What follows belongs to an exercise in optimizing a design on an open flow for small area and a short achievable clock period; a production flow would make more cautious choices. Function was not checked in any run shown here: the RTL went through the layout flow alone. No activity file was given, so power comes from the tool's default toggle rates.

File: design.v
`timescale 1ns / 1ps
module mod (
    input logic clk,
    input logic reset,
    input logic [15:0] samp,
    output logic pull,
    output logic pdata
);
    localparam logic [39:0] TH = 40'h00014CCCCC;
    logic [7:0]  cnt;
    logic [15:0] sv;
    logic [39:2] xb;
    logic [39:8] pb;
    logic [0:0] q;
    logic [1:1] cx, cx_n;
    logic [1:1] cp, cp_n;
    wire [39:0] xt = {xb, 2'b00} + ({39'd0, cx[1]} << 22);
    wire c0 = (xt >= TH) && !xt[39];
    wire c1 = (xt >= (TH << 1)) && (xt < (40'h8000000000 + TH));
    wire s1 = xb[8] ^ pb[8] ^ q[0];
    wire c2 = (xb[8] & pb[8]) | (xb[8] & q[0]) | (pb[8] & q[0]);
    wire s3 = xb[9] ^ pb[9] ^ q[0];
    wire c4 = (xb[9] & pb[9]) | (xb[9] & q[0]) | (pb[9] & q[0]);
    wire s5 = xb[10] ^ pb[10];
    wire c6 = xb[10] & pb[10];
    wire s7 = xb[11] ^ pb[11];
    wire c8 = xb[11] & pb[11];
    wire s9 = xb[12] ^ pb[12] ^ q[0];
    wire c10 = (xb[12] & pb[12]) | (xb[12] & q[0]) | (pb[12] & q[0]);
    wire s11 = xb[13] ^ pb[13] ^ q[0];
    wire c12 = (xb[13] & pb[13]) | (xb[13] & q[0]) | (pb[13] & q[0]);
    wire s13 = xb[14] ^ pb[14];
    wire c14 = xb[14] & pb[14];
    wire s15 = xb[15] ^ pb[15];
    wire c16 = xb[15] & pb[15];
    wire s17 = xb[16] ^ pb[16] ^ q[0];
    wire c18 = (xb[16] & pb[16]) | (xb[16] & q[0]) | (pb[16] & q[0]);
    wire s19 = xb[17] ^ pb[17] ^ q[0];
    wire c20 = (xb[17] & pb[17]) | (xb[17] & q[0]) | (pb[17] & q[0]);
    wire s21 = xb[18] ^ pb[18];
    wire c22 = xb[18] & pb[18];
    wire s23 = xb[19] ^ pb[19];
    wire c24 = xb[19] & pb[19];
    wire s25 = xb[20] ^ pb[20] ^ q[0];
    wire c26 = (xb[20] & pb[20]) | (xb[20] & q[0]) | (pb[20] & q[0]);
    wire s27 = xb[21] ^ pb[21] ^ q[0];
    wire c28 = (xb[21] & pb[21]) | (xb[21] & q[0]) | (pb[21] & q[0]);
    wire s29 = xb[22] ^ pb[22] ^ cp[1];
    wire c30 = (xb[22] & pb[22]) | (xb[22] & cp[1]) | (pb[22] & cp[1]);
    wire s31 = xb[23] ^ pb[23] ^ q[0];
    wire c32 = (xb[23] & pb[23]) | (xb[23] & q[0]) | (pb[23] & q[0]);
    wire s33 = xb[24] ^ pb[24] ^ q[0];
    wire c34 = (xb[24] & pb[24]) | (xb[24] & q[0]) | (pb[24] & q[0]);
    wire s35 = xb[25] ^ pb[25];
    wire c36 = xb[25] & pb[25];
    wire s37 = xb[26] ^ pb[26] ^ q[0];
    wire c38 = (xb[26] & pb[26]) | (xb[26] & q[0]) | (pb[26] & q[0]);
    wire s39 = xb[27] ^ pb[27] ^ q[0];
    wire c40 = (xb[27] & pb[27]) | (xb[27] & q[0]) | (pb[27] & q[0]);
    wire s41 = xb[28] ^ pb[28] ^ q[0];
    wire c42 = (xb[28] & pb[28]) | (xb[28] & q[0]) | (pb[28] & q[0]);
    wire s43 = xb[29] ^ pb[29] ^ q[0];
    wire c44 = (xb[29] & pb[29]) | (xb[29] & q[0]) | (pb[29] & q[0]);
    wire s45 = xb[30] ^ pb[30] ^ q[0];
    wire c46 = (xb[30] & pb[30]) | (xb[30] & q[0]) | (pb[30] & q[0]);
    wire s47 = xb[31] ^ pb[31] ^ q[0];
    wire c48 = (xb[31] & pb[31]) | (xb[31] & q[0]) | (pb[31] & q[0]);
    wire s49 = xb[32] ^ pb[32] ^ q[0];
    wire c50 = (xb[32] & pb[32]) | (xb[32] & q[0]) | (pb[32] & q[0]);
    wire s51 = xb[33] ^ pb[33] ^ q[0];
    wire c52 = (xb[33] & pb[33]) | (xb[33] & q[0]) | (pb[33] & q[0]);
    wire s53 = xb[34] ^ pb[34] ^ q[0];
    wire c54 = (xb[34] & pb[34]) | (xb[34] & q[0]) | (pb[34] & q[0]);
    wire s55 = xb[35] ^ pb[35] ^ q[0];
    wire c56 = (xb[35] & pb[35]) | (xb[35] & q[0]) | (pb[35] & q[0]);
    wire s57 = xb[36] ^ pb[36] ^ q[0];
    wire c58 = (xb[36] & pb[36]) | (xb[36] & q[0]) | (pb[36] & q[0]);
    wire s59 = xb[37] ^ pb[37] ^ q[0];
    wire c60 = (xb[37] & pb[37]) | (xb[37] & q[0]) | (pb[37] & q[0]);
    wire s61 = xb[38] ^ pb[38] ^ q[0];
    wire c62 = (xb[38] & pb[38]) | (xb[38] & q[0]) | (pb[38] & q[0]);
    wire s63 = xb[39] ^ pb[39] ^ q[0];
    wire c64 = (xb[39] & pb[39]) | (xb[39] & q[0]) | (pb[39] & q[0]);
    wire [20:0] xs65 = {1'b0, s27, s25, s23, s21, s19, s17, s15, s13, s11, s9, s7, s5, s3, s1, xb[7], xb[6], xb[5], xb[4], xb[3], xb[2]} + {1'b0, c26, c24, c22, c20, c18, c16, c14, c12, c10, c8, c6, c4, c2, 1'b0, 1'b0, 1'b0, q[0], q[0], 1'b0, q[0]} + 21'(1'b0);
    assign cx_n[1] = xs65[20];
    wire [18:0] xs66 = {1'b0, s63, s61, s59, s57, s55, s53, s51, s49, s47, s45, s43, s41, s39, s37, s35, s33, s31, s29} + {1'b0, c62, c60, c58, c56, c54, c52, c50, c48, c46, c44, c42, c40, c38, c36, c34, c32, c30, c28} + 19'(cx[1]);
    wire [14:0] ps67 = {1'b0, pb[21], pb[20], pb[19], pb[18], pb[17], pb[16], pb[15], pb[14], pb[13], pb[12], pb[11], pb[10], pb[9], pb[8]} + {1'b0, sv[13], sv[12], sv[11], sv[10], sv[9], sv[8], sv[7], sv[6], sv[5], sv[4], sv[3], sv[2], sv[1], sv[0]} + 15'(1'b0);
    assign cp_n[1] = ps67[14];
    wire [18:0] ps68 = {1'b0, pb[39], pb[38], pb[37], pb[36], pb[35], pb[34], pb[33], pb[32], pb[31], pb[30], pb[29], pb[28], pb[27], pb[26], pb[25], pb[24], pb[23], pb[22]} + {1'b0, q[0], q[0], q[0], q[0], q[0], q[0], q[0], q[0], q[0], q[0], q[0], q[0], q[0], q[0], q[0], q[0], sv[15], sv[14]} + 19'(cp[1]);
    wire [39:2] xb_n = {xs66[17], xs66[16], xs66[15], xs66[14], xs66[13], xs66[12], xs66[11], xs66[10], xs66[9], xs66[8], xs66[7], xs66[6], xs66[5], xs66[4], xs66[3], xs66[2], xs66[1], xs66[0], xs65[19], xs65[18], xs65[17], xs65[16], xs65[15], xs65[14], xs65[13], xs65[12], xs65[11], xs65[10], xs65[9], xs65[8], xs65[7], xs65[6], xs65[5], xs65[4], xs65[3], xs65[2], xs65[1], xs65[0]};
    wire [39:8] pb_n = {ps68[17], ps68[16], ps68[15], ps68[14], ps68[13], ps68[12], ps68[11], ps68[10], ps68[9], ps68[8], ps68[7], ps68[6], ps68[5], ps68[4], ps68[3], ps68[2], ps68[1], ps68[0], ps67[13], ps67[12], ps67[11], ps67[10], ps67[9], ps67[8], ps67[7], ps67[6], ps67[5], ps67[4], ps67[3], ps67[2], ps67[1], ps67[0]};
    always_ff @(posedge clk or posedge reset) begin
        if (reset) begin
            cnt <= 8'hFF;
            sv  <= '0;
            xb  <= '0;
            pb  <= '0;
            q   <= '0;
            cx  <= '0;
            cp  <= '0;
        end else begin
            cnt <= cnt + 8'd1;
            if (cnt == 8'hFF) sv <= samp;
            xb  <= xb_n;
            pb  <= pb_n;
            cx  <= cx_n;
            cp  <= cp_n;
            q[0] <= q[0] ? c1 : c0;
        end
    end
    assign pull  = (cnt == 8'hFF);
    assign pdata = q[0];
endmodule
File: run.sh
#!/bin/bash
# synth_recipe.tcl (not shown) runs the flow's synth.tcl, then flattens the netlist and writes it again
# the make line also repeats each setting of config.mk as NAME=value (left out here)
make -C /OpenROAD-flow-scripts/flow DESIGN_CONFIG=/design/flow/config.mk WORK_HOME=/design/flow/orfs CLKGATE_MAP_FILE= SYNTH_SCRIPT=/design/flow/synth_recipe.tcl finish
File: config.mk
export PLATFORM = sky130hd
export DESIGN_NAME = mod
export DESIGN_NICKNAME = mod
export VERILOG_FILES = /design/flow/design.v
export SDC_FILE = /design/flow/constraint.sdc
export NUM_CORES = 4
export LEC_CHECK = 0
export CAP_MARGIN = 20
export CORE_MARGIN = 2
export CORE_UTILIZATION = 40
export SLEW_MARGIN = 20
File: constraint.sdc
create_clock -name core_clock -period 5.2 [get_ports {clk}]
set_input_delay 1.0400 -clock core_clock [delete_from_list [all_inputs] [get_ports {clk}]]
set_output_delay 1.0400 -clock core_clock [all_outputs]
set_load 0.01 [all_outputs]
==> results.rst, run 1 <==
.. list-table::
   :header-rows: 1

   * - Metric
     - Value
   * - Post-synth cell types
     - 65
   * - Slew at the pin closest to its max-slew limit
     - 886 ps
   * - Setup repair bufs after CTS
     - 0
   * - Commonest register cell after synthesis
     - sky130_fd_sc_hd__dfrtp_1
   * - Worst Min Path Start
     - cnt[0]$_DFF_PP1_
   * - Reg2reg path depth
     - 12
   * - Setup TNS
     - 0 ps
   * - Shortest clock period the worst path allows after layout
     - 3800 ps
   * - Antenna violations before repair
     - 0
   * - Estimated wirelength of the detail-placed design
     - 9980 um
   * - Largest net degree at the start of global routing
     - 71
   * - Number of iterations in the first detailed-routing pass
     - 5
   * - Cell with the largest stage delay on the worst path
     - sky130_fd_sc_hd__and4_1
   * - Maximum level of the CTS H-tree
     - 3
   * - Clock tree from TritonCTS
     - done
   * - Yosys Warn Count
     - 1
   * - Total clock buffers created by CTS
     - 9
   * - Outcome
     - complete, no violations
   * - Width of the die
     - 134 um
   * - Post-cts sizing count
     - 0
   * - Via total after detailed routing
     - 4783
   * - Share of synthesized area occupied by flip-flops and latches
     - 0.362
   * - # DRC
     - 0
   * - CP Max Fanout
     - 19
   * - Worst Path Arrival
     - 2760 ps
   * - Area of the core
     - 16500 sq um
   * - Global-route wire length before repair
     - 23400 um
   * - Number of global-route vias before repair
     - 5037
   * - Clock transition at the registers of the reported paths
     - 80 ps
   * - Final critical-path share of the clock period
     - 0.730
   * - Worst hold path class
     - reg2reg
   * - Floorplan die height
     - 134 um
   * - Max VDD drop
     - 0.171 mV
   * - Num ports
     - 20
   * - Launching instance or port of the critical path
     - cnt[2]$_DFF_PP1_
   * - Weighted congestion reported at the end of routability-driven placement
     - 0.830
   * - Flip-flop and latch count after synthesis
     - 97
   * - Proportion of layout cells with a drive suffix above 1
     - 0.0768
   * - Layout overhead on the synthesized area
     - 11.5%
   * - Mapped Nets
     - 751
   * - # port buffers
     - 19
   * - Net count of the finished layout
     - 779
   * - Max Slew Vio Count
     - 0
   * - Total Routed Length
     - 13400 um
   * - Post-DRT Antenna Nets
     - 0
   * - Max Buffers Root-to-Sink
     - 2
   * - Final number of hold-violating endpoints
     - 0
   * - Share of flip-flops with an asynchronous set or reset
     - 1.00
   * - Number of instances in the synthesized netlist
     - 631
   * - Cell-by-cell trace of the critical path
     - and3_1 > and2_1 > and4_1 > clkdlybuf4s50_1
   * - Placed Instance Area
     - 7200 sq um
   * - Capturing element type of the critical path
     - primary output
   * - Count of clock tree sinks
     - 97
   * - Leakage power figure
     - 3.70 nW
   * - Final setup vio count
     - 0
   * - Worst Skew
     - 12.3 ps
   * - Worst hold-check slack
     - 473 ps
   * - Cell chosen for the clock root
     - sky130_fd_sc_hd__clkbuf_16
   * - Slowest Stage Delay on Critical Path
     - 800 ps
   * - Rel. slew slack
     - 0.409
   * - Overall fraction of global-route tracks in use
     - 0.162
   * - Syn Std Cell Area
     - 6730 sq um
   * - Skew-Pair Late Insertion Delay
     - 360 ps
   * - FF-to-FF Start
     - q$_DFF_PP0_
   * - RSZ-0062 raised after global routing
     - no
   * - Number of cell rows
     - 47
   * - Data required time at the worst endpoint
     - 4160 ps
   * - Final standard cell area without fillers
     - 7510 sq um
   * - Antenna diodes
     - 0
   * - Count of maximum capacitance violations
     - 0
   * - Initial Util
     - 0.408
   * - Peak Freq
     - 263 MHz
   * - Average cell area after synthesis
     - 10.7 sq um
   * - Kind of start point of the critical path
     - flip-flop
   * - EDFF count, synth
     - 0
   * - Cell count of the worst hold path
     - 1
   * - Wire length per cell
     - 15.2 um
   * - Core utilization of the finished layout
     - 0.454
   * - Drt initial violations
     - 225
   * - Class of the most critical setup path
     - reg2out
   * - Die outline area
     - 17900 sq um
   * - Power per Cell Area
     - 199 nW/um^2
   * - Number of buffers added to fix hold violations after cts
     - 0
   * - Remaining global-route overflow
     - 0
   * - Number of vias per cell after detailed routing
     - 5.41
## metal layers
metal | vias up | track usage | share of wire
li1 | 2371 | - | -
met1 | 2321 | 0.203 | 0.47
met2 | 65 | 0.278 | 0.48
met3 | 26 | 0.0323 | 0.022
met4 | 0 | 0.0603 | 0.028
met5 | - | 0 | 0
## kinds of logic after synthesis
logic type,count (synthesis),synth area share
AOI/OAI and AO/OA,173,0.170
and+or+nand+nor,133,0.106
adders and majority gates,102,0.222
DFF,97,0.362
xor gates and xnor gates,66,0.0858
buffers and inverters,42,0.0245
muxes,18,0.0301
## critical path, delay by kind of cell (launching register included)
kind	cells	cell delay [ps]
buffers and inverters	1	680
and+or+nand+nor	3	1150
DFF	1	560
## synthesized netlist by cell type, types with 14 or more instances
library cell | n | share of area
sky130_fd_sc_hd__a21oi_1 | 58 | 0.043
sky130_fd_sc_hd__inv_1 | 38 | 0.021
sky130_fd_sc_hd__a21o_1 | 16 | 0.018
sky130_fd_sc_hd__xnor2_1 | 49 | 0.064
sky130_fd_sc_hd__nor2_1 | 33 | 0.018
sky130_fd_sc_hd__nand2_1 | 28 | 0.016
sky130_fd_sc_hd__fa_1 | 29 | 0.086
sky130_fd_sc_hd__o21ai_0 | 23 | 0.017
sky130_fd_sc_hd__dfrtp_1 | 89 | 0.33
sky130_fd_sc_hd__xor2_1 | 17 | 0.022
sky130_fd_sc_hd__mux2_2 | 14 | 0.023
sky130_fd_sc_hd__ha_1 | 73 | 0.14
## report_power, final
group          switching [mW]  internal, mW  total, mW
logic                  0.0163        0.0117     0.0280
registers                   0         0.754      0.754
clock network           0.319         0.392      0.711
total                   0.335          1.16       1.49
## final cells by class
type	count	area [sq um]
Fill cell	1518	9020
Multi-Input combinational cell	492	4130
Sequential cell	97	2440
Tap cell	220	275
Clock buffer	10	239
Timing Repair Buffer	21	205
Inverter	38	145
Clock inverter	6	73.8
## sequential cells by signal (all words and copies together) (netlist names)
signal,count
xb,38
pb,32
cx,1
cnt,8
sv,16
cp,1
q,1
## placed cells by master (no fill, tap or decap), types with 3 or more instances in the layout
cell and instances:
sky130_fd_sc_hd__o21ai_0 23, sky130_fd_sc_hd__dfrtp_1 88, sky130_fd_sc_hd__ha_1 73, sky130_fd_sc_hd__a211oi_1 9, sky130_fd_sc_hd__nand3_1 10, sky130_fd_sc_hd__inv_1 37
sky130_fd_sc_hd__nand4_1 6, sky130_fd_sc_hd__o2bb2ai_1 3, sky130_fd_sc_hd__a211o_1 7, sky130_fd_sc_hd__mux2_2 14, sky130_fd_sc_hd__and4_1 5, sky130_fd_sc_hd__o21a_1 13
sky130_fd_sc_hd__xor2_1 17, sky130_fd_sc_hd__fa_1 29, sky130_fd_sc_hd__dfstp_2 8, sky130_fd_sc_hd__nor2_1 33, sky130_fd_sc_hd__nor3_1 10, sky130_fd_sc_hd__and3_1 5
sky130_fd_sc_hd__clkbuf_16 9, sky130_fd_sc_hd__a21o_1 16, sky130_fd_sc_hd__clkinv_4 3, sky130_fd_sc_hd__nand2b_1 7, sky130_fd_sc_hd__clkdlybuf4s50_1 19, sky130_fd_sc_hd__xnor2_1 49
sky130_fd_sc_hd__a21oi_1 58, sky130_fd_sc_hd__a311o_1 6, sky130_fd_sc_hd__mux2i_1 3, sky130_fd_sc_hd__o21bai_1 6, sky130_fd_sc_hd__nor2b_1 6, sky130_fd_sc_hd__nand2_1 28
sky130_fd_sc_hd__nor4_1 7, sky130_fd_sc_hd__or3_1 3
## stage by stage
step / setup slack [ps] / total power, mW / std cells
after global placement: 1520 / 0.798 / 868
after floorplan: 783 / 0.780 / 631
after CTS: 1330 / 1.52 / 884
final: 1400 / 1.49 / 884
after global routing: 1130 / 1.55 / 884
after detailed placement: 1450 / 0.799 / 868
## worst paths after layout
kind	to	slack, ps
hold reg to reg	cnt[0]$_DFF_PP1_	470
setup reg to reg	xb[38]$_DFF_PP0_	1500
setup / recovery	pull	1400
hold / removal	cnt[0]$_DFF_PP1_	470
max in group asynchronous	pb[30]$_DFF_PP0_	3080
min in group asynchronous	sv[11]$_DFFE_PP0P_	1210
==> run 2, diff against run 1 <==
--- a/config.mk
+++ b/config.mk
@@ -10,2 +10,3 @@
 export CORE_UTILIZATION = 40
+export SETUP_SLACK_MARGIN = 2.5
 export SLEW_MARGIN = 20
==> run 2 against run 1 <==
Effect of this change: design area is 11% higher; via count is 3.6% higher; power is 0.47% lower; highest routed layer unchanged; utilization is 4.9 points higher; wire length is 9.9% higher; flip-flop and latch count stayed put; register-to-register slack better by 780 ps; area after synthesis stayed put; critical path type is now reg2reg; sequential power hardly changed; synthesized cell count stayed put; still clean on timing, DRC and antenna; combinational power is 11% higher; critical path depth is 6 higher; largest power group unchanged.
==> results.rst, run 2 <==
.. list-table::
   :header-rows: 1

   * - Metric
     - Value
   * - Wire length per cell
     - 16.1 um
   * - Worst Skew
     - 8.31 ps
   * - Share of flip-flops with an asynchronous set or reset
     - 1.00
   * - Share of synthesized area occupied by flip-flops and latches
     - 0.362
   * - Proportion of layout cells with a drive suffix above 1
     - 0.234
   * - CP Max Fanout
     - 5
   * - Top library cells by usage in the layout, fill and taps aside
     - sky130_fd_sc_hd__dfrtp_1, sky130_fd_sc_hd__ha_1, sky130_fd_sc_hd__xnor2_1
   * - Net count of the finished layout
     - 813
   * - Estimated wirelength of the detail-placed design
     - 10600 um
   * - Ranking of synthesized cells by area
     - sky130_fd_sc_hd__dfrtp_1, sky130_fd_sc_hd__ha_1, sky130_fd_sc_hd__fa_1, sky130_fd_sc_hd__xnor2_1, sky130_fd_sc_hd__a21oi_1
   * - Layout overhead on the synthesized area
     - 23.6%
   * - Flop2flop setup slack
     - 2280 ps
   * - Maximum level of the CTS H-tree
     - 3
   * - Reg2reg path depth
     - 10
   * - Total clock buffers created by CTS
     - 9
   * - Width of the die
     - 134 um
   * - Commonest register cell after synthesis
     - sky130_fd_sc_hd__dfrtp_1
   * - Setup TNS
     - 0 ps
   * - Final critical-path share of the clock period
     - 0.561
   * - Endpoint with the worst hold slack
     - cnt[0]$_DFF_PP1_
   * - Cell accounting for the most synthesized area
     - sky130_fd_sc_hd__dfrtp_1
   * - Post-DRT Antenna Nets
     - 0
   * - Shortest clock period the worst path allows after layout
     - 2920 ps
   * - Register name with the most flops
     - xb
   * - Data required time at the worst endpoint
     - 5440 ps
   * - Synth Area in Adders
     - 0.222
   * - Yosys Warn Count
     - 1
   * - Clock tree from TritonCTS
     - done
   * - Global-route wire length before repair
     - 25200 um
   * - Outcome
     - complete, no violations
   * - Weighted congestion reported at the end of routability-driven placement
     - 0.869
   * - Worst hold path class
     - reg2reg
   * - Area share of and/or/nand/nor cells after synthesis
     - 0.106
   * - Portion of netlist area occupied by mux cells
     - 0.0301
   * - Antenna diodes
     - 0
   * - Die outline area
     - 17900 sq um
   * - Max Slew Vio Count
     - 0
   * - # DRC
     - 0
   * - Kind of start point of the critical path
     - flip-flop
   * - Total power of the final layout
     - 1.49 mW
   * - Mapped Nets
     - 751
   * - Number of buffers added to fix hold violations after cts
     - 0
   * - Average cell area after synthesis
     - 10.7 sq um
   * - Largest net degree at the start of global routing
     - 32
   * - Xor and xnor fraction of the mapped netlist area
     - 0.0858
   * - Area of the core
     - 16500 sq um
   * - Most common cell in the netlist
     - sky130_fd_sc_hd__dfrtp_1
   * - Max Buffers Root-to-Sink
     - 2
   * - Skew-Pair Late Insertion Delay
     - 360 ps
   * - Power per Cell Area
     - 179 nW/um^2
   * - Largest registers in the final layout
     - xb (38), pb (32), sv (16)
   * - Capturing element type of the critical path
     - flip-flop
   * - Clock transition at the registers of the reported paths
     - 70 ps
   * - Worst Slack Setup Final
     - 2280 ps
   * - Leading cell type in the layout, fill and taps excluded
     - sky130_fd_sc_hd__dfrtp_1
   * - Slew at the pin closest to its max-slew limit
     - 571 ps
   * - Number of instances in the synthesized netlist
     - 631
   * - Number of cell rows
     - 47
   * - EDFF count, synth
     - 0
   * - Worst Min Path Start
     - cnt[0]$_DFF_PP1_
   * - Worst Path Arrival
     - 3160 ps
   * - Count of maximum capacitance violations
     - 0
   * - Antenna violations before repair
     - 0
   * - Syn Std Cell Area
     - 6730 sq um
   * - Final setup vio count
     - 0
   * - Total Routed Length
     - 14800 um
   * - Rel. slew slack
     - 0.618
   * - Post-synth cell types
     - 65
   * - Overall fraction of global-route tracks in use
     - 0.177
   * - Initial Util
     - 0.408
   * - Floorplan die height
     - 134 um
   * - Final number of hold-violating endpoints
     - 0
   * - Drt initial violations
     - 210
   * - Synth Area in Compound Gates
     - 0.170
   * - Cell count of the worst hold path
     - 1
   * - Dominant combinational cell family by area after synthesis
     - adder cells
   * - Num ports
     - 20
   * - Remaining global-route overflow
     - 0
   * - # port buffers
     - 19
   * - Via total after detailed routing
     - 4955
   * - Class of the most critical setup path
     - reg2reg
   * - Launching instance or port of the critical path
     - q$_DFF_PP0_
   * - Minimum setup slack after placement
     - 1680 ps
   * - Flip-flop and latch count after synthesis
     - 97
   * - Count of clock tree sinks
     - 97
   * - Leakage power figure
     - 3.91 nW
   * - Cell chosen for the clock root
     - sky130_fd_sc_hd__clkbuf_16
   * - Number of vias per cell after detailed routing
     - 5.40
   * - Endpoint of the worst-slack reg-to-reg timing path
     - xb[38]$_DFF_PP0_
   * - Number of iterations in the first detailed-routing pass
     - 4
   * - FF-to-FF Start
     - q$_DFF_PP0_
   * - Area share of the largest cell type after synthesis
     - 0.331
   * - Max VDD drop
     - 0.161 mV
   * - Number of global-route vias before repair
     - 5211
   * - Largest register FFs
     - 38
   * - Peak Freq
     - 343 MHz
   * - RSZ-0062 raised after global routing
     - yes
   * - Top cell types by occurrence after synthesis
     - sky130_fd_sc_hd__dfrtp_1, sky130_fd_sc_hd__ha_1, sky130_fd_sc_hd__a21oi_1
## run 2: cells by family after synthesis
family	after synthesis
DFF	97
AOI/OAI and AO/OA	173
and+or+nand+nor	133
muxes	18
xor gates and xnor gates	66
adders and majority gates	102
buffers and inverters	42
## run 2: routing by layer
metal | global-route usage | share of wire
met5 | 0 | 0
met4 | 0.0668 | 0.023
met3 | 0.0346 | 0.029
met2 | 0.301 | 0.51
met1 | 0.222 | 0.44
## run 2: timing repair
item / in CTS / in global routing
gates resized for setup: 44 / 36
pin swaps: 35 / 23
cloned: 0 / 0
setup endpoints to repair: 31 / 22
buffers inserted: 22 / 10
## run 2: critical path, cell delays in order, from the launching register on
cell,delay (ps)
sky130_fd_sc_hd__dfrtp_4,530
sky130_fd_sc_hd__buf_12,160
sky130_fd_sc_hd__fa_1,480
sky130_fd_sc_hd__ha_4,310
sky130_fd_sc_hd__o21a_1,160
sky130_fd_sc_hd__o2111ai_1,120
sky130_fd_sc_hd__o311ai_2,340
sky130_fd_sc_hd__nand2_1,150
sky130_fd_sc_hd__a21oi_2,170
sky130_fd_sc_hd__nor4_1,70
sky130_fd_sc_hd__a311o_1,310
## run 2: through the flow
stage	utilization	hold slack [ps]	area, sq um	cells
finish	0.504	474	8320	918
floorplan	-	440	6880	631
detailed placement	0.446	460	7370	870
global route	0.504	500	8320	918
global placement	0.445	453	7350	869
CTS	0.489	479	8080	908
## run 2: final cells by class
class                           count  area [sq um]
Clock buffer                       10           229
Clock inverter                      6          75.1
Fill cell                        1460          8200
Inverter                           38           149
Multi-Input combinational cell    492          4640
Sequential cell                    97          2440
Tap cell                          220           275
Timing Repair Buffer               55           515
## run 2: worst max path at each step
| stage | end | slack (ps) |
|---|---|---|
| 3_5_place_dp | xb[38]$_DFF_PP0_ | 1680 |
| 2_1_floorplan | xb[38]$_DFF_PP0_ | 1980 |
| 4_1_cts | xb[38]$_DFF_PP0_ | 2320 |
| 5_1_grt | xb[38]$_DFF_PP0_ | 2180 |
| 6_report | xb[38]$_DFF_PP0_ | 2280 |
| 3_3_place_gp | xb[38]$_DFF_PP0_ | 1790 |
## run 2: power by group
group          switching, mW  internal [mW]  leakage [nW]  total (mW)
combinational         0.0175         0.0137          2.53      0.0312
sequential                 0          0.754          1.23       0.754
clock                  0.320          0.381         0.146       0.701
total                  0.337           1.15          3.91        1.49
==> run 3, diff against run 2 <==
--- a/config.mk
+++ b/config.mk
@@ -10,3 +10,3 @@
 export CORE_UTILIZATION = 40
-export SETUP_SLACK_MARGIN = 2.5
+export SETUP_SLACK_MARGIN = 1.5
 export SLEW_MARGIN = 20
==> run 3 against run 2 <==
Effect of this change: design area down 8.6%; flip-flop and latch count unchanged; critical path type unchanged; final cell count down 2.9%; critical endpoint is now xb[39]$_DFF_PP0_; count of clock-buffer cells in the layout unchanged; maximum frequency down 11%; critical path depth unchanged.
==> results.rst, run 3 <==
.. list-table::
   :header-rows: 1

   * - Metric
     - Value
   * - Outcome
     - complete, no violations
   * - Largest registers in the final layout
     - xb (38), pb (32), sv (16)
   * - Post-DRT Antenna Nets
     - 0
   * - Remaining global-route overflow
     - 0
   * - Capturing element type of the critical path
     - flip-flop
   * - Power per Cell Area
     - 207 nW/um^2
   * - Number of cell rows
     - 47
   * - Final setup vio count
     - 0
   * - Footprint of the multi-input gates
     - 4130 sq um
   * - Cell-by-cell trace of the critical path
     - buf_4 > fa_1 > ha_1 > a211oi_1 > o21ai_0 > a211oi_1 > a21oi_1 > a41oi_1 > mux2i_1 > nand2_1
   * - Cell chosen for the clock root
     - sky130_fd_sc_hd__clkbuf_16
   * - Antenna diodes
     - 0
   * - Number of instances in the synthesized netlist
     - 631
   * - Kind of start point of the critical path
     - flip-flop
   * - Top cell types by occurrence after synthesis
     - sky130_fd_sc_hd__dfrtp_1, sky130_fd_sc_hd__ha_1, sky130_fd_sc_hd__a21oi_1
   * - Worst hold-check slack
     - 475 ps
   * - Share of synthesized area occupied by flip-flops and latches
     - 0.362
   * - Combinational share of power
     - 0.018
   * - Number of buffers added to fix hold violations after cts
     - 0
   * - Count of clock tree sinks
     - 97
   * - Flop2flop setup slack
     - 1910 ps
   * - M2 GR Usage
     - 0.267
   * - Most common cell type on the critical path
     - sky130_fd_sc_hd__a211oi_1
   * - # DRC
     - 0
   * - Worst path buffer plus inverter count
     - 1
   * - RSZ-0062 raised after global routing
     - no
   * - Leakage power figure
     - 3.74 nW
   * - Overall fraction of global-route tracks in use
     - 0.164
   * - Power spent charging and discharging nets
     - 0.323 mW
   * - Layout overhead on the synthesized area
     - 13.0%
   * - Number of vias per cell after detailed routing
     - 5.35
   * - Area share of the largest cell type after synthesis
     - 0.331
   * - Antenna violations before repair
     - 0
   * - Slowest Stage Delay on Critical Path
     - 590 ps
   * - Setup TNS
     - 0 ps
   * - Number of iterations in the first detailed-routing pass
     - 4
   * - Register name with the most flops
     - xb
   * - Flip-flop and latch count after synthesis
     - 97
   * - Wire length per cell
     - 15.4 um
   * - Num ports
     - 20
   * - Delay-heaviest family, CP
     - compound AO/OA/AOI/OAI gates
   * - Estimated wirelength of the detail-placed design
     - 10600 um
   * - Met1 track demand over resource in global routing
     - 0.222
   * - Width of the die
     - 134 um
   * - Total power of the final layout
     - 1.58 mW
   * - Top library cells by usage in the layout, fill and taps aside
     - sky130_fd_sc_hd__dfrtp_1, sky130_fd_sc_hd__ha_1, sky130_fd_sc_hd__a21oi_1
   * - Power share of the clock group
     - 0.503
   * - Skew-Pair Late Insertion Delay
     - 350 ps
   * - Fraction of met3 tracks used by global routing
     - 0.0255
   * - Peak Freq
     - 304 MHz
   * - Data required time at the worst endpoint
     - 5450 ps
   * - Final number of hold-violating endpoints
     - 0
   * - Area of the core
     - 16500 sq um
   * - Total clock buffers created by CTS
     - 9
   * - # port buffers
     - 19
   * - Most common cell in the netlist
     - sky130_fd_sc_hd__dfrtp_1
   * - Max Buffers Root-to-Sink
     - 2
   * - Via total after detailed routing
     - 4771
   * - Total Routed Length
     - 13700 um
   * - Worst Min Path Start
     - cnt[0]$_DFF_PP1_
   * - Shortest clock period the worst path allows after layout
     - 3290 ps
   * - Post-synth cell types
     - 65
   * - Worst Skew
     - 7.65 ps
   * - Floorplan die height
     - 134 um
   * - Syn Std Cell Area
     - 6730 sq um
   * - FF-to-FF Start
     - q$_DFF_PP0_
   * - Max VDD drop
     - 0.165 mV
   * - Endpoint of the worst-slack reg-to-reg timing path
     - xb[39]$_DFF_PP0_
   * - Largest net degree at the start of global routing
     - 39
   * - Reg2reg path depth
     - 10
   * - Weighted congestion reported at the end of routability-driven placement
     - 0.842
   * - Final standard cell area without fillers
     - 7610 sq um
   * - Rel. slew slack
     - 0.574
   * - Average cell area after synthesis
     - 10.7 sq um
   * - Placed Instance Area
     - 7210 sq um
   * - Maximum level of the CTS H-tree
     - 3
   * - Yosys Warn Count
     - 1
   * - Count of maximum capacitance violations
     - 0
   * - Drt initial violations
     - 200
   * - Sequential share of power
     - 0.479
   * - Leading cell type in the layout, fill and taps excluded
     - sky130_fd_sc_hd__dfrtp_1
   * - Mapped Nets
     - 751
   * - Number of global-route vias before repair
     - 4736
   * - Worst hold path class
     - reg2reg
   * - Final critical-path share of the clock period
     - 0.633
   * - CP Max Fanout
     - 8
   * - Cell with the largest stage delay on the worst path
     - sky130_fd_sc_hd__fa_1
   * - Class of the most critical setup path
     - reg2reg
   * - Initial Util
     - 0.408
   * - Endpoint with the worst hold slack
     - cnt[0]$_DFF_PP1_
   * - Max Slew Vio Count
     - 0
   * - Ranking of synthesized cells by area
     - sky130_fd_sc_hd__dfrtp_1, sky130_fd_sc_hd__ha_1, sky130_fd_sc_hd__fa_1, sky130_fd_sc_hd__xnor2_1, sky130_fd_sc_hd__a21oi_1
   * - Launching instance or port of the critical path
     - q$_DFF_PP0_
   * - Clock transition at the registers of the reported paths
     - 70 ps
   * - Cell accounting for the most synthesized area
     - sky130_fd_sc_hd__dfrtp_1
   * - Fill count
     - 1547
   * - Sequential standard cell area
     - 2440 sq um
   * - Worst Path Arrival
     - 3540 ps
   * - Die outline area
     - 17900 sq um
   * - Cell count of the worst hold path
     - 1
   * - Slew at the pin closest to its max-slew limit
     - 638 ps
   * - Share of flip-flops with an asynchronous set or reset
     - 1.00
   * - Cell internal power dissipation
     - 1.25 mW
   * - Net switching fraction of the power
     - 0.205
   * - Proportion of layout cells with a drive suffix above 1
     - 0.0864
   * - Commonest register cell after synthesis
     - sky130_fd_sc_hd__dfrtp_1
   * - Net count of the finished layout
     - 786
   * - Largest register FFs
     - 38
   * - EDFF count, synth
     - 0
   * - Clock tree from TritonCTS
     - done
   * - Global-route wire length before repair
     - 23300 um
   * - Most used routing layer in global routing
     - met2
-- run 3: cell count changes in the layout (fill, tap and decap cells not counted), moves of 4 or more --
cell                       change
sky130_fd_sc_hd__ha_4         -16
sky130_fd_sc_hd__a211oi_1      +6
sky130_fd_sc_hd__a21oi_2      -17
sky130_fd_sc_hd__fa_2          -9
sky130_fd_sc_hd__o21ai_2       -7
sky130_fd_sc_hd__fa_1          +9
sky130_fd_sc_hd__buf_4        -22
sky130_fd_sc_hd__ha_1         +18
sky130_fd_sc_hd__a21oi_1      +18
sky130_fd_sc_hd__buf_12        -4
sky130_fd_sc_hd__inv_1         +4
sky130_fd_sc_hd__o21ai_0      +11
-- run 3: worst max-delay path by stage --
stage,to,slack (ps),cells past startpoint
after floorplan,xb[38]$_DFF_PP0_,1480,12
after global placement,xb[39]$_DFF_PP0_,1540,10
after global routing,xb[39]$_DFF_PP0_,1640,10
final,xb[39]$_DFF_PP0_,1910,10
after detailed placement,xb[39]$_DFF_PP0_,1480,10
after CTS,xb[38]$_DFF_PP0_,1580,12
-- run 3: metrics by stage --
| stage | worst slack [ps] | utilization | std cells |
|---|---|---|---|
| after CTS | 1580 | 0.458 | 886 |
| after global routing | 1640 | 0.460 | 891 |
| after floorplan | 1480 | - | 631 |
| after global placement | 1540 | 0.436 | 870 |
| after detailed placement | 1480 | 0.436 | 870 |
| final | 1910 | 0.460 | 891 |
-- run 3: layout make-up --
type | count | share of cell area
Multi-Input combinational cell | 492 | 0.543
Sequential cell | 97 | 0.321
Tap cell | 220 | 0.0362
Timing Repair Buffer | 28 | 0.0344
Clock buffer | 10 | 0.0314
Inverter | 38 | 0.0192
Clock inverter | 6 | 0.0150
-- run 3: per-layer routing --
metal | up-vias | share of wire
li1 | 2379 | -
met1 | 2329 | 0.48
met2 | 46 | 0.48
met3 | 17 | 0.020
met4 | 0 | 0.019
met5 | - | 0
-- run 3: cell families (layout without fill, tap and decap cells) --
group | Yosys count | after routing | share of synthesized area
buf+inv | 42 | 82 | 0.0245
simple gates | 133 | 133 | 0.106
fa+ha+maj | 102 | 102 | 0.222
compound gates | 173 | 173 | 0.170
flops | 97 | 97 | 0.362
mux | 18 | 18 | 0.0301
xor+xnor | 66 | 66 | 0.0858
-- run 3: what timing repair did --
item                                    in CTS  in global routing
setup buffers                                0                  5
gates resized for setup                      1                  1
endpoints found under the setup margin       1                  3
pin swaps                                    0                  0
-- run 3: power groups by stage --
| stage | clock (mW) | sequential [mW] | combinational, mW |
|---|---|---|---|
| final | 0.792 | 0.754 | 0.0287 |
| after global placement | 0 | 0.769 | 0.0299 |
| after CTS | 0.814 | 0.754 | 0.0307 |
| after detailed placement | 0 | 0.769 | 0.0306 |
| after global routing | 0.843 | 0.754 | 0.0332 |
| after floorplan | 0 | 0.769 | 0.0112 |
==> run 4, diff against run 3 <==
--- a/config.mk
+++ b/config.mk
@@ -10,3 +10,3 @@
 export CORE_UTILIZATION = 40
-export SETUP_SLACK_MARGIN = 1.5
+export SETUP_SLACK_MARGIN = 3.0
 export SLEW_MARGIN = 20
==> run 4 against run 3 <==
Effect of this change: sequential share of layout area shrank 4.9 points; via count increased by 9.5%; critical endpoint is now xb[36]$_DFF_PP0_; combinational power increased by 2%; critical path type unchanged; power decreased by 10%; global-route usage rose by 2.2 points; clock power decreased by 21%; setup slack better by 320 ps; maximum frequency grew 11%; sequential power barely moved; still clean on timing, DRC and antenna; non-clock buffer count rose by 74; die area is the same; utilization increased by 8.4 points.
==> results.rst, run 4 <==
.. list-table::
   :header-rows: 1

   * - Metric
     - Value
   * - # port buffers
     - 19
   * - Data required time at the worst endpoint
     - 5480 ps
   * - Average cell area after synthesis
     - 10.7 sq um
   * - Cell accounting for the most synthesized area
     - sky130_fd_sc_hd__dfrtp_1
   * - Area of the core
     - 16500 sq um
   * - Max Buffers Root-to-Sink
     - 2
   * - Cell-by-cell trace of the critical path
     - fa_1 > fa_2 > fa_2 > a211oi_2 > o21a_1 > o311ai_4 > nand2_2 > buf_4 > nand2b_1 > a21oi_2 > xnor2_1
   * - Drt initial violations
     - 253
   * - CP Max Fanout
     - 2
   * - Final standard cell area without fillers
     - 8990 sq um
   * - Leading cell type in the layout, fill and taps excluded
     - sky130_fd_sc_hd__dfrtp_1
   * - Total clock buffers created by CTS
     - 9
   * - # DRC
     - 0
   * - Clock tree from TritonCTS
     - done
   * - Peak Freq
     - 337 MHz
   * - Placed Instance Area
     - 7410 sq um
   * - Flip-flop and latch count after synthesis
     - 97
   * - Register name with the most flops
     - xb
   * - Worst Slack Setup Final
     - 2230 ps
   * - Most common cell in the netlist
     - sky130_fd_sc_hd__dfrtp_1
   * - Syn Std Cell Area
     - 6730 sq um
   * - Kind of start point of the critical path
     - flip-flop
   * - Endpoint of the worst-slack reg-to-reg timing path
     - xb[36]$_DFF_PP0_
   * - Number of vias per cell after detailed routing
     - 5.42
   * - Maximum level of the CTS H-tree
     - 3
   * - Post-synth cell types
     - 65
   * - Largest registers in the final layout
     - xb (38), pb (32), sv (16)
   * - Area share of the largest cell type after synthesis
     - 0.331
   * - Final critical-path share of the clock period
     - 0.571
   * - Floorplan die height
     - 134 um
   * - Post-DRT Antenna Nets
     - 0
   * - RSZ-0062 raised after global routing
     - yes
   * - Critical path depth
     - 11
   * - Flop2flop setup slack
     - 2230 ps
   * - Number of instances in the synthesized netlist
     - 631
   * - Max VDD drop
     - 0.176 mV
   * - Shortest clock period the worst path allows after layout
     - 2970 ps
   * - Cell with the largest stage delay on the worst path
     - sky130_fd_sc_hd__fa_1
   * - Net count of the finished layout
     - 860
   * - Count of clock tree sinks
     - 97
   * - FF-to-FF Start
     - xb[22]$_DFF_PP0_
   * - Share of synthesized area occupied by flip-flops and latches
     - 0.362
   * - Launching instance or port of the critical path
     - xb[22]$_DFF_PP0_
   * - Wire length per cell
     - 17.1 um
   * - Layout overhead on the synthesized area
     - 33.5%
   * - Number of iterations in the first detailed-routing pass
     - 4
   * - Worst Path Arrival
     - 3250 ps
   * - Initial Util
     - 0.408
   * - Top library cells by usage in the layout, fill and taps aside
     - sky130_fd_sc_hd__dfrtp_1, sky130_fd_sc_hd__buf_4, sky130_fd_sc_hd__ha_1
   * - Yosys Warn Count
     - 1
   * - Overall fraction of global-route tracks in use
     - 0.185
   * - Critical path endpoint
     - xb[36]$_DFF_PP0_
   * - Proportion of layout cells with a drive suffix above 1
     - 0.338
   * - Rel. slew slack
     - 0.532
   * - Slew at the pin closest to its max-slew limit
     - 700 ps
   * - Skew-Pair Late Insertion Delay
     - 350 ps
   * - Power per Cell Area
     - 157 nW/um^2
   * - EDFF count, synth
     - 0
   * - Antenna diodes
     - 0
   * - Largest net degree at the start of global routing
     - 44
   * - Outcome
     - complete, no violations
   * - Worst path buffer plus inverter count
     - 1
   * - Final number of hold-violating endpoints
     - 0
   * - Setup TNS
     - 0 ps
   * - Final setup vio count
     - 0
   * - Mapped Nets
     - 751
   * - Max Slew Vio Count
     - 0
   * - Fill count
     - 1384
   * - Most common cell type on the critical path
     - sky130_fd_sc_hd__fa_2
   * - Top cell types by occurrence after synthesis
     - sky130_fd_sc_hd__dfrtp_1, sky130_fd_sc_hd__ha_1, sky130_fd_sc_hd__a21oi_1
   * - Minimum setup slack after placement
     - 1690 ps
   * - Weighted congestion reported at the end of routability-driven placement
     - 0.854
   * - Number of cell rows
     - 47
   * - Number of global-route vias before repair
     - 5363
   * - Global-route wire length before repair
     - 26300 um
   * - Worst Skew
     - 7.91 ps
   * - Worst hold path class
     - reg2reg
   * - Share of flip-flops with an asynchronous set or reset
     - 1.00
   * - Num ports
     - 20
   * - Commonest register cell after synthesis
     - sky130_fd_sc_hd__dfrtp_1
   * - Estimated wirelength of the detail-placed design
     - 10600 um
   * - Remaining global-route overflow
     - 0
   * - Reg2reg path depth
     - 11
   * - Capturing element type of the critical path
     - flip-flop
   * - Count of maximum capacitance violations
     - 0
   * - Width of the die
     - 134 um
   * - Cell chosen for the clock root
     - sky130_fd_sc_hd__clkbuf_16
   * - Largest register FFs
     - 38
   * - Leakage power figure
     - 4.23 nW
   * - Via total after detailed routing
     - 5226
   * - Slowest Stage Delay on Critical Path
     - 520 ps
   * - Clock transition at the registers of the reported paths
     - 70 ps
   * - Number of buffers added to fix hold violations after cts
     - 0
   * - Total Routed Length
     - 16500 um
   * - Class of the most critical setup path
     - reg2reg
   * - Ranking of synthesized cells by area
     - sky130_fd_sc_hd__dfrtp_1, sky130_fd_sc_hd__ha_1, sky130_fd_sc_hd__fa_1, sky130_fd_sc_hd__xnor2_1, sky130_fd_sc_hd__a21oi_1
   * - Delay-heaviest family, CP
     - adder cells
   * - Die outline area
     - 17900 sq um
   * - Antenna violations before repair
     - 0
run 4: report_power, final:
part           internal (mW)  switching, mW  total, mW
logic                 0.0125         0.0167     0.0292
registers              0.754              0      0.754
clock network          0.324          0.302      0.626
run 4: area by class of cell:
type                    instances  area, sq um  share of cell area
multi-input cells             492         4890               0.544
flip-flops and latches         97         2440               0.272
repair buffers                102          963               0.107
well taps                     220          275              0.0306
clock buffers                  11          233              0.0259
inverters                      38          149              0.0166
clock inverters                 5         33.8             0.00376
run 4: worst min-delay path by stage:
stage	startpoint	endpoint	slack, ps	cells after the start
floorplan	cnt[0]$_DFF_PP1_	cnt[0]$_DFF_PP1_	440	1
global placement	cnt[0]$_DFF_PP1_	cnt[0]$_DFF_PP1_	460	1
detailed placement	cnt[0]$_DFF_PP1_	cnt[0]$_DFF_PP1_	460	1
CTS	cnt[0]$_DFF_PP1_	cnt[0]$_DFF_PP1_	480	1
global route	cnt[0]$_DFF_PP1_	cnt[0]$_DFF_PP1_	490	1
finish	cnt[0]$_DFF_PP1_	cnt[0]$_DFF_PP1_	470	1
run 4: kinds of logic (layout without fill, tap and decap cells):
group | after synthesis | in the layout | synth area share
AOI/OAI and AO/OA | 173 | 173 | 0.170
adders and majority gates | 102 | 102 | 0.222
DFF | 97 | 97 | 0.362
muxes | 18 | 18 | 0.0301
buffers and inverters | 42 | 156 | 0.0245
and+or+nand+nor | 133 | 133 | 0.106
xor gates and xnor gates | 66 | 66 | 0.0858
run 4: through the flow:
stage	utilization	power (mW)	instances	hold slack, ps
final	0.544	1.41	965	474
after global placement	0.448	0.798	870	455
after detailed placement	0.448	0.799	870	460
after global routing	0.544	1.46	965	495
after CTS	0.507	1.43	926	477
after floorplan	-	0.780	631	440
run 4: per-layer routing:
layer,track usage,share of wire,vias up
met3,0.0251,0.023,29
met2,0.328,0.50,80
met4,0.0632,0.029,0
met1,0.232,0.44,2594
met5,0,0,-
li1,-,-,2523
run 4: timing repair:
action | in CTS | in global routing
pin swaps | 49 | 62
buffers inserted | 40 | 39
endpoints found under the setup margin | 71 | 49
resized for setup | 85 | 68
==> run 5, diff against run 4 <==
--- a/config.mk
+++ b/config.mk
@@ -7,2 +7,3 @@
 export LEC_CHECK = 0
+export ABC_AREA = 1
 export CAP_MARGIN = 20
@@ -10,3 +11,3 @@
 export CORE_UTILIZATION = 40
-export SETUP_SLACK_MARGIN = 3.0
+export SETUP_SLACK_MARGIN = 2.5
 export SLEW_MARGIN = 20
==> run 5 against run 4 <==
Effect of this change: still clean on timing, DRC and antenna; utilization is 6.5 points lower; synthesized cell count rose by 38%; area after synthesis rose by 7.9%; wire length up 1.2%; clock power is 15% higher; via count up 11%; design area down 4.6%; global-route usage shrank 0.32 points; flip-flop and latch count did not move; setup slack gained 250 ps.
==> results.rst, run 5 <==
.. list-table::
   :header-rows: 1

   * - Metric
     - Value
   * - Count of clock tree sinks
     - 97
   * - Area of the core
     - 17900 sq um
   * - Final critical-path share of the clock period
     - 0.523
   * - Antenna violations before repair
     - 0
   * - Capturing element type of the critical path
     - primary output
   * - Top library cells by usage in the layout, fill and taps aside
     - sky130_fd_sc_hd__nand2_1, sky130_fd_sc_hd__dfrtp_1, sky130_fd_sc_hd__inv_1
   * - Slowest Stage Delay on Critical Path
     - 560 ps
   * - Proportion of layout cells with a drive suffix above 1
     - 0.112
   * - Largest net degree at the start of global routing
     - 42
   * - Launching instance or port of the critical path
     - cnt[0]$_DFF_PP1_
   * - Worst Path Arrival
     - 1680 ps
   * - Rel. slew slack
     - 0.380
   * - Total clock buffers created by CTS
     - 9
   * - Number of instances in the synthesized netlist
     - 868
   * - Net count of the finished layout
     - 1034
   * - Data required time at the worst endpoint
     - 4160 ps
   * - Cell with the largest stage delay on the worst path
     - sky130_fd_sc_hd__dfstp_2
   * - Antenna diodes
     - 0
   * - Fill count
     - 1710
   * - RSZ-0062 raised after global routing
     - yes
   * - Dominant combinational cell family by area after synthesis
     - simple AND/OR/NAND/NOR gates
   * - Cell-by-cell trace of the critical path
     - ha_4 > nand2_2 > nor2_4 > nand3_4 > nor3_4 > buf_6 > buf_6
   * - Synth Area in Adders
     - 0.206
   * - Layout overhead on the synthesized area
     - 18.1%
   * - Critical path endpoint
     - pull
   * - Worst path buffer plus inverter count
     - 2
   * - Flip-flop and latch count after synthesis
     - 97
   * - Combinational share of power
     - 0.019
   * - Num ports
     - 20
   * - Average cell area after synthesis
     - 8.37 sq um
   * - Final setup vio count
     - 0
   * - Largest register FFs
     - 38
   * - Cell accounting for the most synthesized area
     - sky130_fd_sc_hd__dfrtp_1
   * - Weighted congestion reported at the end of routability-driven placement
     - 0.838
   * - Clock transition at the registers of the reported paths
     - 70 ps
   * - Area share of the largest cell type after synthesis
     - 0.307
   * - Remaining global-route overflow
     - 0
   * - Shortest clock period the worst path allows after layout
     - 2720 ps
   * - # DRC
     - 0
   * - Power spent charging and discharging nets
     - 0.340 mW
   * - Endpoint of the worst-slack reg-to-reg timing path
     - xb[38]$_DFF_PP0_
   * - Wire length per cell
     - 14.5 um
   * - Commonest register cell after synthesis
     - sky130_fd_sc_hd__dfrtp_1
   * - Flop2flop setup slack
     - 2570 ps
   * - Estimated wirelength of the detail-placed design
     - 12500 um
   * - Max Buffers Root-to-Sink
     - 2
   * - Max Slew Vio Count
     - 0
   * - Drt initial violations
     - 286
   * - Footprint of the multi-input gates
     - 4820 sq um
   * - Cell chosen for the clock root
     - sky130_fd_sc_hd__clkbuf_16
   * - Sequential share of power
     - 0.501
   * - Worst hold path class
     - reg2reg
   * - Total Routed Length
     - 16700 um
   * - Floorplan die height
     - 139 um
   * - Critical path depth
     - 7
   * - EDFF count, synth
     - 0
   * - Global-route wire length before repair
     - 28600 um
   * - Worst Skew
     - 13.2 ps
   * - Overall fraction of global-route tracks in use
     - 0.182
   * - Reg2reg path depth
     - 12
   * - Post-DRT Antenna Nets
     - 0
   * - CP Max Fanout
     - 3
   * - Leakage power figure
     - 3.78 nW
   * - Class of the most critical setup path
     - reg2out
   * - Number of iterations in the first detailed-routing pass
     - 4
   * - Delay-heaviest family, CP
     - flip-flops
   * - Share of flip-flops with an asynchronous set or reset
     - 1.00
   * - Most common cell type on the critical path
     - sky130_fd_sc_hd__buf_6
   * - Cell internal power dissipation
     - 1.16 mW
   * - Net switching fraction of the power
     - 0.226
   * - Area share of and/or/nand/nor cells after synthesis
     - 0.213
   * - Leading cell type in the layout, fill and taps excluded
     - sky130_fd_sc_hd__nand2_1
   * - Worst hold-check slack
     - 471 ps
   * - Portion of netlist area occupied by mux cells
     - 0
   * - Top cell types by occurrence after synthesis
     - sky130_fd_sc_hd__nand2_1, sky130_fd_sc_hd__dfrtp_1, sky130_fd_sc_hd__inv_1
   * - Syn Std Cell Area
     - 7270 sq um
   * - FF-to-FF Start
     - pb[22]$_DFF_PP0_
   * - Max VDD drop
     - 0.146 mV
   * - Synth Area in Compound Gates
     - 0.108
   * - Ranking of synthesized cells by area
     - sky130_fd_sc_hd__dfrtp_1, sky130_fd_sc_hd__ha_1, sky130_fd_sc_hd__nand2_1, sky130_fd_sc_hd__fa_1, sky130_fd_sc_hd__xor2_1
   * - Clock tree from TritonCTS
     - done
   * - Via total after detailed routing
     - 5798
   * - Yosys Warn Count
     - 1
   * - Mapped Nets
     - 988
   * - Count of maximum capacitance violations
     - 0
   * - Largest registers in the final layout
     - xb (38), pb (32), sv (16)
   * - Power per Cell Area
     - 175 nW/um^2
   * - Skew-Pair Late Insertion Delay
     - 360 ps
   * - Xor and xnor fraction of the mapped netlist area
     - 0.0892
   * - Number of vias per cell after detailed routing
     - 5.05
   * - Final number of hold-violating endpoints
     - 0
   * - Outcome
     - complete, no violations
   * - Number of global-route vias before repair
     - 5823
   * - Number of buffers added to fix hold violations after cts
     - 0
   * - # port buffers
     - 19
   * - Sequential standard cell area
     - 2440 sq um
   * - Initial Util
     - 0.406
   * - Most common cell in the netlist
     - sky130_fd_sc_hd__nand2_1
   * - Post-synth cell types
     - 35
   * - Number of cell rows
     - 49
   * - Power share of the clock group
     - 0.480
   * - Die outline area
     - 19300 sq um
   * - Width of the die
     - 139 um
   * - Peak Freq
     - 368 MHz
   * - Maximum level of the CTS H-tree
     - 3
   * - Share of synthesized area occupied by flip-flops and latches
     - 0.335
   * - Kind of start point of the critical path
     - flip-flop
   * - Setup TNS
     - 0 ps
   * - Slew at the pin closest to its max-slew limit
     - 928 ps
   * - Register name with the most flops
     - xb
==> run 5: worst reg2reg max path, cell delays in order (launching register included) <==
cell                      delay [ps]
sky130_fd_sc_hd__dfrtp_1         410
sky130_fd_sc_hd__fa_1            500
sky130_fd_sc_hd__fa_2            390
sky130_fd_sc_hd__fa_2            380
sky130_fd_sc_hd__nand2_1          70
sky130_fd_sc_hd__nand2_1          80
sky130_fd_sc_hd__o21ai_4         100
sky130_fd_sc_hd__o21ai_2         100
sky130_fd_sc_hd__nand3_1         100
sky130_fd_sc_hd__nand2_2          90
sky130_fd_sc_hd__nand3_1          80
sky130_fd_sc_hd__nand2_1          80
sky130_fd_sc_hd__xor2_1          140
==> run 5: final cells by class <==
type,instances,share of cell area
Multi-Input combinational cell,679,0.562
Sequential cell,97,0.285
Timing Repair Buffer,39,0.0432
Inverter,88,0.0395
Tap cell,229,0.0334
Clock buffer,10,0.0279
Clock inverter,6,0.00933
==> run 5: per-stage QoR <==
stage          total power, mW  area (sq um)  setup WS (ps)   util  instances
4_1_cts                   1.52          8390           2410  0.469       1142
5_1_grt                   1.55          8580           2400  0.479       1148
2_1_floorplan            0.780          7440           2400      -        868
6_report                  1.50          8580           2480  0.479       1148
3_3_place_gp             0.799          7930           2060  0.443       1116
3_5_place_dp             0.799          7930           2000  0.443       1116
==> run 5: kinds of logic after synthesis <==
family / after synthesis
AOI/OAI and AO/OA: 138
xor gates and xnor gates: 74
adders and majority gates: 102
buffers and inverters: 92
DFF: 97
and+or+nand+nor: 365
==> run 5: metal layers <==
| layer | track usage | wire [um] | share of wire | vias to the layer above |
|---|---|---|---|---|
| met5 | 0 | 0 | 0 | - |
| met4 | 0.0409 | 172 | 0.010 | 0 |
| met2 | 0.280 | 7350 | 0.44 | 62 |
| met3 | 0.0294 | 476 | 0.029 | 12 |
| li1 | - | - | - | 2980 |
| met1 | 0.272 | 8670 | 0.52 | 2744 |
==> run 5: worst min path at each step <==
| stage | to | depth (start not counted) | startpoint | slack, ps |
|---|---|---|---|---|
| after global placement | cnt[0]$_DFF_PP1_ | 1 | cnt[0]$_DFF_PP1_ | 440 |
| after global routing | cnt[0]$_DFF_PP1_ | 1 | cnt[0]$_DFF_PP1_ | 490 |
| after floorplan | cnt[0]$_DFF_PP1_ | 1 | cnt[0]$_DFF_PP1_ | 430 |
| after detailed placement | cnt[0]$_DFF_PP1_ | 1 | cnt[0]$_DFF_PP1_ | 440 |
| after CTS | cnt[0]$_DFF_PP1_ | 1 | cnt[0]$_DFF_PP1_ | 470 |
| final | cnt[0]$_DFF_PP1_ | 1 | cnt[0]$_DFF_PP1_ | 470 |
==> run 5: repair_timing <==
item,4_1_cts,5_1_grt
endpoints found under the setup margin,35,19
hold endpoints to repair,0,0
resized for setup,14,23
pin swaps,5,6
gates cloned,1,0
setup buffers,9,6
==> run 5: power by group through the flow <==
stage	sequential, mW	clock (mW)	combinational [mW]
after floorplan	0.769	0	0.0111
after global placement	0.769	0	0.0303
after detailed placement	0.769	0	0.0304
after CTS	0.754	0.738	0.0305
after global routing	0.754	0.766	0.0336
final	0.754	0.722	0.0290

re-timing with driven ports:
The flow's constraints put no driver on any port. The routed layouts listed below were extracted and timed again, unchanged, in two steps.
Step 1 sets driving cells, clkbuf_16 on the clock port and buf_2 on the other inputs (assumed; they add their load-dependent delay and slew).
Step 2 times the ports against the registers' clock, not the clock port: input delays grow and output delays shrink by t, the midpoint of the rising clock arrivals with the driver on.
a / b / c = ideal / step 1 / step 2; a / b = the first two.
run | t (ns) | slack for setup (ns) | slew at the worst register clock pin (ns) | worst data-port slew with drivers (ns)
run 1 | 0.401 | 1.402 / 1.358 / 1.496 | 0.08 / 0.08 | 0.03
run 2 | 0.396 | 2.282 / 2.282 / 2.282 | 0.07 / 0.07 | 0.03
run 3 | 0.392 | 1.909 / 1.908 / 1.908 | 0.07 / 0.07 | 0.03
run 4 | 0.393 | 2.229 / 2.229 / 2.229 | 0.07 / 0.07 | 0.03
run 5 | 0.397 | 2.482 / 2.439 / 2.573 | 0.08 / 0.08 | 0.04
After both steps every run listed still meets setup and hold. The setup slack of run 3, which loses most, moves by -0.001 ns with the drivers and by -0.001 ns with both steps.
